Background: an optimization exercise with open tools, aiming at small area. Do not read the settings as production practice. Function was checked by simulation only, so behaviour that the tests miss may differ from the original. Power is estimated from default activity; no workload was simulated.

// Reg_File16b
module Reg_File16b(A,B,C,Aaddr,Baddr,Caddr,Load,Clear,Clk);
clock: 5.0 ns
lec_check: 0
cap_margin: 20
core_margin: 2
core_utilization: 70
slew_margin: 20
run.sh (not shown) runs the stock make flow with config.mk's settings and CLKGATE_MAP_FILE= SYNTH_SCRIPT=/design/flow/synth_recipe.tcl, a recipe that flattens the netlist after the stock synthesis.
Rerun with:
--- a/flow/config.mk
+++ b/flow/config.mk
@@ -10 +10 @@
-export CORE_UTILIZATION = 70
+export CORE_UTILIZATION = 40
The changed run finished clean.
Setup slack is better by 0.088 ns.
Synthesized area stays the same.
Total power drops slightly.
Clock-buffer cell count climbs by 6.
Via count drops by a few percent.
Cell count climbs by roughly a tenth.
Clock skew drops by 0.0048 ns.
Flip-flop and latch count does not change.

========
Another version of the RTL of Reg_File16b (not shown whole).
Size in the first run: roughly 910 cells after synthesis, roughly 270 flip-flops, ~63 I/O pins, about 11000 µm² of cells after synthesis.
Settings: LEC_CHECK=0, CAP_MARGIN=20, CORE_MARGIN=2, CORE_UTILIZATION=40, SLEW_MARGIN=20, SYNTH_HIERARCHICAL=1; clock period 5.0 ns.
standard.sh (not shown) runs the stock make flow with config.mk's settings and CLKGATE_MAP_FILE= SYNTH_SCRIPT=/design/flow/synth_recipe.tcl, a recipe that flattens the netlist after the stock synthesis.
==> flow/flow/run.sh <==
#!/bin/bash
# Standard layout, logged.
bash standard.sh > standard.log 2>&1
Rerun with:
==> flow/flow/run.sh (replaced) <==
#!/bin/bash
# The standard layout (the standard.sh, unchanged synthesis), with two
# changes: port buffers use the smallest buffer, and the clock tree uses
# clkbuf_4 without dummy balancing loads. ORFS writes each step's full log
# under orfs/logs/; make's own output goes to standard.log.
set -uo pipefail
bash standard.sh \
  'BUFFER_PORTS_ARGS=-buffer_cell sky130_fd_sc_hd__buf_1' \
  'CTS_ARGS=-sink_clustering_enable -repair_clock_nets -buf_list sky130_fd_sc_hd__clkbuf_4 -dont_use_dummy_load' \
  finish > standard.log 2>&1
Effect: Clock-buffer cell count rises by 33. Sequential share of layout area rises by 3.3 points. Worst setup slack gains 0.66 ns. Wire length rises by 1.0%. Total power falls by 14%. Via count rises by 2.9%.
Rerun with:
==> flow/flow/run.sh (replaced) <==
#!/bin/bash
# The standard layout (the standard.sh, unchanged synthesis), with two
# changes: port buffers use the smallest buffer, and the clock tree uses
# clkbuf_4 in clusters of at most 10 sinks within 40 um, without dummy
# balancing loads. ORFS writes each step's full log under orfs/logs/;
# make's own output goes to standard.log.
set -uo pipefail
bash standard.sh \
  'BUFFER_PORTS_ARGS=-buffer_cell sky130_fd_sc_hd__buf_1' \
  'CTS_ARGS=-sink_clustering_enable -repair_clock_nets -dont_use_dummy_load -buf_list sky130_fd_sc_hd__clkbuf_4 -sink_clustering_size 10 -sink_clustering_max_diameter 40' \
  finish > standard.log 2>&1
CORE_UTILIZATION = 55   (was 40)
Result: Setup slack loses 0.31 ns; clock-buffer cell count fell by 34; final area fell by 2.5%; fmax fell by 7.1%; global-route usage rose by 14 points; routed wire length rose by 13%; via count rose by 4.5%; cell count fell by 7.0%; flip-flop and latch count stays the same; combinational power rose by 9.6%; die area fell by 27%.
Rerun with:
CORE_UTILIZATION = 40   (was 55)
After rerunning: The new run went through all stages and came out clean. Synthesized area stays the same. Routed wire length goes down by roughly a tenth. Sequential cell count stays the same. Via count goes down by a few percent. Clock skew goes down by 0.023 ns. Non-clock buffer count goes down by 7. Setup slack gains 0.31 ns. Total power goes down slightly. Utilization goes down by 16 points. Maximum frequency goes up by a little under a tenth. Cell count goes up by a few percent.
Rerun with:
--- a/flow/flow/run.sh
+++ b/flow/flow/run.sh
@@ -4 +4 @@
-# clkbuf_4 in clusters of at most 10 sinks within 40 um, without dummy
+# clkbuf_4 in clusters of at most 10 sinks within 50 um, without dummy
@@ -10 +10 @@
-  'CTS_ARGS=-sink_clustering_enable -repair_clock_nets -dont_use_dummy_load -buf_list sky130_fd_sc_hd__clkbuf_4 -sink_clustering_size 10 -sink_clustering_max_diameter 40' \
+  'CTS_ARGS=-sink_clustering_enable -repair_clock_nets -dont_use_dummy_load -buf_list sky130_fd_sc_hd__clkbuf_4 -sink_clustering_size 10 -sink_clustering_max_diameter 50' \
CAP_MARGIN = 0   (was 20)
SLEW_MARGIN = 0   (was 20)
The changed run ran to the end with no violations.
Design area shrinks by about 0.36%.
Area after synthesis does not change.
Total power fell by 1.1%.
Global-route usage drops by 0.21 points.
Setup slack is about the same.
Wire length shrinks by about 1.1%.
Cell count hardly moves.
Clock skew came out higher by 0.025 ns.
Sequential share of layout area increases by 0.17 points.
Non-clock buffer count is unchanged.
Sequential power stays flat.
Rerun with:
==> flow/run.sh (new file) <==
#!/bin/bash
# synth_recipe.tcl (not shown) runs the flow's synth.tcl, then flattens the netlist and writes it again
# the make line also repeats each setting of config.mk as NAME=value (left out here)
make -C /OpenROAD-flow-scripts/flow DESIGN_CONFIG=/design/flow/config.mk WORK_HOME=/design/flow/orfs CLKGATE_MAP_FILE= SYNTH_SCRIPT=/design/flow/synth_recipe.tcl finish
CAP_MARGIN = 20   (was 0)
CTS_BUF_LIST = sky130_fd_sc_hd__clkbuf_4   (was default)
CTS_CLUSTER_SIZE = 20   (was default)
SLEW_MARGIN = 20   (was 0)
removed: flow/flow/run.sh
removed: flow/standard.sh
=> Routed wire length came out higher by about 1.9%. First-iteration DRC count falls by about 20%. Hold slack stays flat. Clock skew is lower by 0.045 ns. Total power is higher by 26%. Critical path depth does not change.

========
lane 1:
Another version of the RTL of Reg_File16b (not shown whole).
Size in the first run: about 870 cells after synthesis, roughly 260 flip-flops, roughly 63 I/O pins.
Settings: LEC_CHECK=0, CAP_MARGIN=20, CORE_MARGIN=2, CORE_UTILIZATION=40, SLEW_MARGIN=20, SYNTH_HIERARCHICAL=1; clock period 5.0 ns.
==> flow/flow/run.sh <==
#!/bin/bash
# The standard layout (the standard.sh, unchanged synthesis), with two
# changes: port buffers use the smallest buffer, and the clock tree uses
# clkbuf_4 in clusters of at most 9 sinks within 50 um, without dummy
# balancing loads. ORFS writes each step's full log under orfs/logs/;
# make's own output goes to standard.log.
set -uo pipefail
bash standard.sh \
  'BUFFER_PORTS_ARGS=-buffer_cell sky130_fd_sc_hd__buf_1' \
  'CTS_ARGS=-sink_clustering_enable -repair_clock_nets -dont_use_dummy_load -buf_list sky130_fd_sc_hd__clkbuf_4 -sink_clustering_size 9 -sink_clustering_max_diameter 50' \
  finish > standard.log 2>&1
What lane 2 does differently from lane 1 at the input level:
- GPL_TIMING_DRIVEN: unset -> 0
==> flow/flow/run.sh <==
#!/bin/bash
# The standard layout (the standard.sh, unchanged synthesis), with these
# changes: port buffers use the smallest buffer; the resizer may change a
# gate's drive strength even where the stronger cell has a different
# footprint (MATCH_CELL_FOOTPRINT=0), so weak high-fanout drivers are
# upsized instead of buffered; and the clock tree uses clkbuf_4 in clusters
# of at most 10 sinks within 40 um, without dummy balancing loads.
# ORFS writes each step's full log under orfs/logs/; make's own output goes
# to standard.log.
set -uo pipefail
bash standard.sh \
  'MATCH_CELL_FOOTPRINT=0' \
  'BUFFER_PORTS_ARGS=-buffer_cell sky130_fd_sc_hd__buf_1' \
  'CTS_ARGS=-sink_clustering_enable -repair_clock_nets -dont_use_dummy_load -buf_list sky130_fd_sc_hd__clkbuf_4 -sink_clustering_size 10 -sink_clustering_max_diameter 40' \
  finish > standard.log 2>&1
Findings:
- Looking only at aggregate global-route resource usage, and setting everything else aside, the higher value of lane 1 and lane 2 goes to lane 2.
- Lane 1 has a lower register-to-register slack than lane 2.
- Lane 2 vs. lane 1: worst slew margin relative to its limit went up by 8.1 points.
[inputs] lane 3 vs lane 2
- GPL_TIMING_DRIVEN no longer set, was 0
diff --git a/flow/flow/run.sh b/flow/flow/run.sh
--- a/flow/flow/run.sh
+++ b/flow/flow/run.sh
@@ -7 +7 @@
-# of at most 10 sinks within 40 um, without dummy balancing loads.
+# of at most 10 sinks within 50 um, without dummy balancing loads.
@@ -14 +14 @@
-  'CTS_ARGS=-sink_clustering_enable -repair_clock_nets -dont_use_dummy_load -buf_list sky130_fd_sc_hd__clkbuf_4 -sink_clustering_size 10 -sink_clustering_max_diameter 40' \
+  'CTS_ARGS=-sink_clustering_enable -repair_clock_nets -dont_use_dummy_load -buf_list sky130_fd_sc_hd__clkbuf_4 -sink_clustering_size 10 -sink_clustering_max_diameter 50' \
[summary]
- Count of buffers added by post-CTS timing repair for setup delta (lane 3 -> lane 2): insignificant
- Between lane 2 and lane 3, number of buffers added on ports increased.
- Lane 3 vs lane 2 on total non-filler cell area in the finished layout: lane 3 is the lower one.
- Multi-input combinational area share up 0.74 points in lane 3 wrt lane 2
- Delta(part of the cycle the worst path needs, lane 3 - lane 2) > 0
- Lane 3 — initial antenna violation count 1 higher, lane 2 as reference
- Lane 2 has higher wire length than lane 3.
--- input diff lane 3..lane 4 ---
diff --git a/flow/flow/run.sh b/flow/flow/run.sh
--- a/flow/flow/run.sh
+++ b/flow/flow/run.sh
@@ -6,2 +6,3 @@
-# upsized instead of buffered; and the clock tree uses clkbuf_4 in clusters
-# of at most 10 sinks within 50 um, without dummy balancing loads.
+# upsized instead of buffered; timing-driven global placement keeps none
+# of its trial repairs (GPL_KEEP_OVERFLOW=0); and the clock tree uses clkbuf_4 in clusters
+# of at most 10 sinks within 40 um, without dummy balancing loads.
@@ -12,0 +14 @@
+  'GPL_KEEP_OVERFLOW=0' \
@@ -14 +16 @@
-  'CTS_ARGS=-sink_clustering_enable -repair_clock_nets -dont_use_dummy_load -buf_list sky130_fd_sc_hd__clkbuf_4 -sink_clustering_size 10 -sink_clustering_max_diameter 50' \
+  'CTS_ARGS=-sink_clustering_enable -repair_clock_nets -dont_use_dummy_load -buf_list sky130_fd_sc_hd__clkbuf_4 -sink_clustering_size 10 -sink_clustering_max_diameter 40' \
--- outcome ---
Compared with lane 3, lane 4 shows a higher met2 wire length. [compare] base=lane 3 new=lane 4: clock distribution area overhead in the final layout rose by 0.38 points; growth of design area from synthesis to finish rose by 3.7 points. Per the comparison of lane 4 with lane 3, maximum number of pins on one net before global-route repair was more or less identical; internal cell power went up about 3%. Lane 4: full flow OK, the timing, design-rule and antenna checks passed. Every stage of the flow completed for lane 3, and the final layout passed the timing, design-rule and antenna checks. Hold slack is higher on lane 3. Summary of lane 4 over lane 3: worst slack at placement fell by 0.18 ns, final critical delay including setup and external delays now sits higher, power of the clock network up about 10%.
Input changes introduced in lane 5 (baseline for comparison: lane 4):
==> flow/flow/run.sh <==
#!/bin/bash
# The standard layout (the standard.sh, unchanged synthesis), with two
# changes: port buffers use the smallest buffer, and the clock tree uses
# clkbuf_4 in clusters of at most 10 sinks within 50 um, without dummy
# balancing loads. ORFS writes each step's full log under orfs/logs/;
# make's own output goes to standard.log.
set -uo pipefail
bash standard.sh \
  'BUFFER_PORTS_ARGS=-buffer_cell sky130_fd_sc_hd__buf_1' \
  'CTS_ARGS=-sink_clustering_enable -repair_clock_nets -dont_use_dummy_load -buf_list sky130_fd_sc_hd__clkbuf_4 -sink_clustering_size 10 -sink_clustering_max_diameter 50' \
  finish > standard.log 2>&1
Notes after the runs:
Relative to lane 4, core utilization decreased by 1.5 points in lane 5. NOTE number of placed cells counting well taps lane 4->lane 5 decreased slightly. Total power draw in lane 5 is about 3% below lane 4. Re total nets after synthesis: no difference whatsoever between lane 4 and lane 5. Relative to lane 4, maximum frequency increased by 5.5 MHz in lane 5.

[separate check: timing with driven ports]
How much do the figures lean on ideal ports? The routed layouts below were timed once more, with nothing changed but the port constraints. Step 1 (the two cells are an assumption about what drives the block):
set clk [get_ports {Clk}]
set_driving_cell -lib_cell sky130_fd_sc_hd__clkbuf_16 $clk
set_driving_cell -lib_cell sky130_fd_sc_hd__buf_2 [delete_from_list [all_inputs] $clk]
Step 2 moves the port delays by t, midway between the first and last clock arrival at a register: inputs arrive t later, outputs are due t later. That takes back most of the time a late clock gives input paths. Three values: ideal ports, drivers, drivers and shift; two values: the first two.
run | t (ns) | setup WS [ns] | clock arrival spread, ns
the first run of note 1 | 0.593 | 0.173 / 0.147 / 0.147 | 0.016 / 0.017
the second run of note 1 | 0.612 | 0.261 / 0.229 / 0.229 | 0.010 / 0.010
the first run of note 2 | 0.601 | 0.259 / 0.238 / 0.238 | 0.020 / 0.020
the second run of note 2 | 0.681 | 0.916 / 0.895 / 0.895 | 0.058 / 0.059
the third run of note 2 | 0.683 | 0.604 / 0.539 / 0.539 | 0.101 / 0.101
the fourth run of note 2 | 0.671 | 0.910 / 0.889 / 0.889 | 0.074 / 0.074
the fifth run of note 2 | 0.670 | 0.911 / 0.890 / 0.890 | 0.096 / 0.097
the sixth run of note 2 | 0.709 | 0.216 / 0.193 / 0.193 | 0.061 / 0.062
lane 1 | 0.680 | 0.330 / 0.286 / 0.620 | 0.047 / 0.047
lane 2 | 0.676 | 0.623 / 0.557 / 0.557 | 0.087 / 0.087
lane 3 | 0.746 | 0.297 / 0.251 / 0.639 | 0.069 / 0.069
lane 4 | 0.682 | 0.171 / 0.125 / 0.349 | 0.065 / 0.066
lane 5 | 0.746 | 0.297 / 0.251 / 0.639 | 0.069 / 0.069
After both steps setup and hold are still met in every run listed. For lane 2, which loses most, drivers alone change the setup slack by -0.066 ns; drivers and shift together by -0.066 ns.
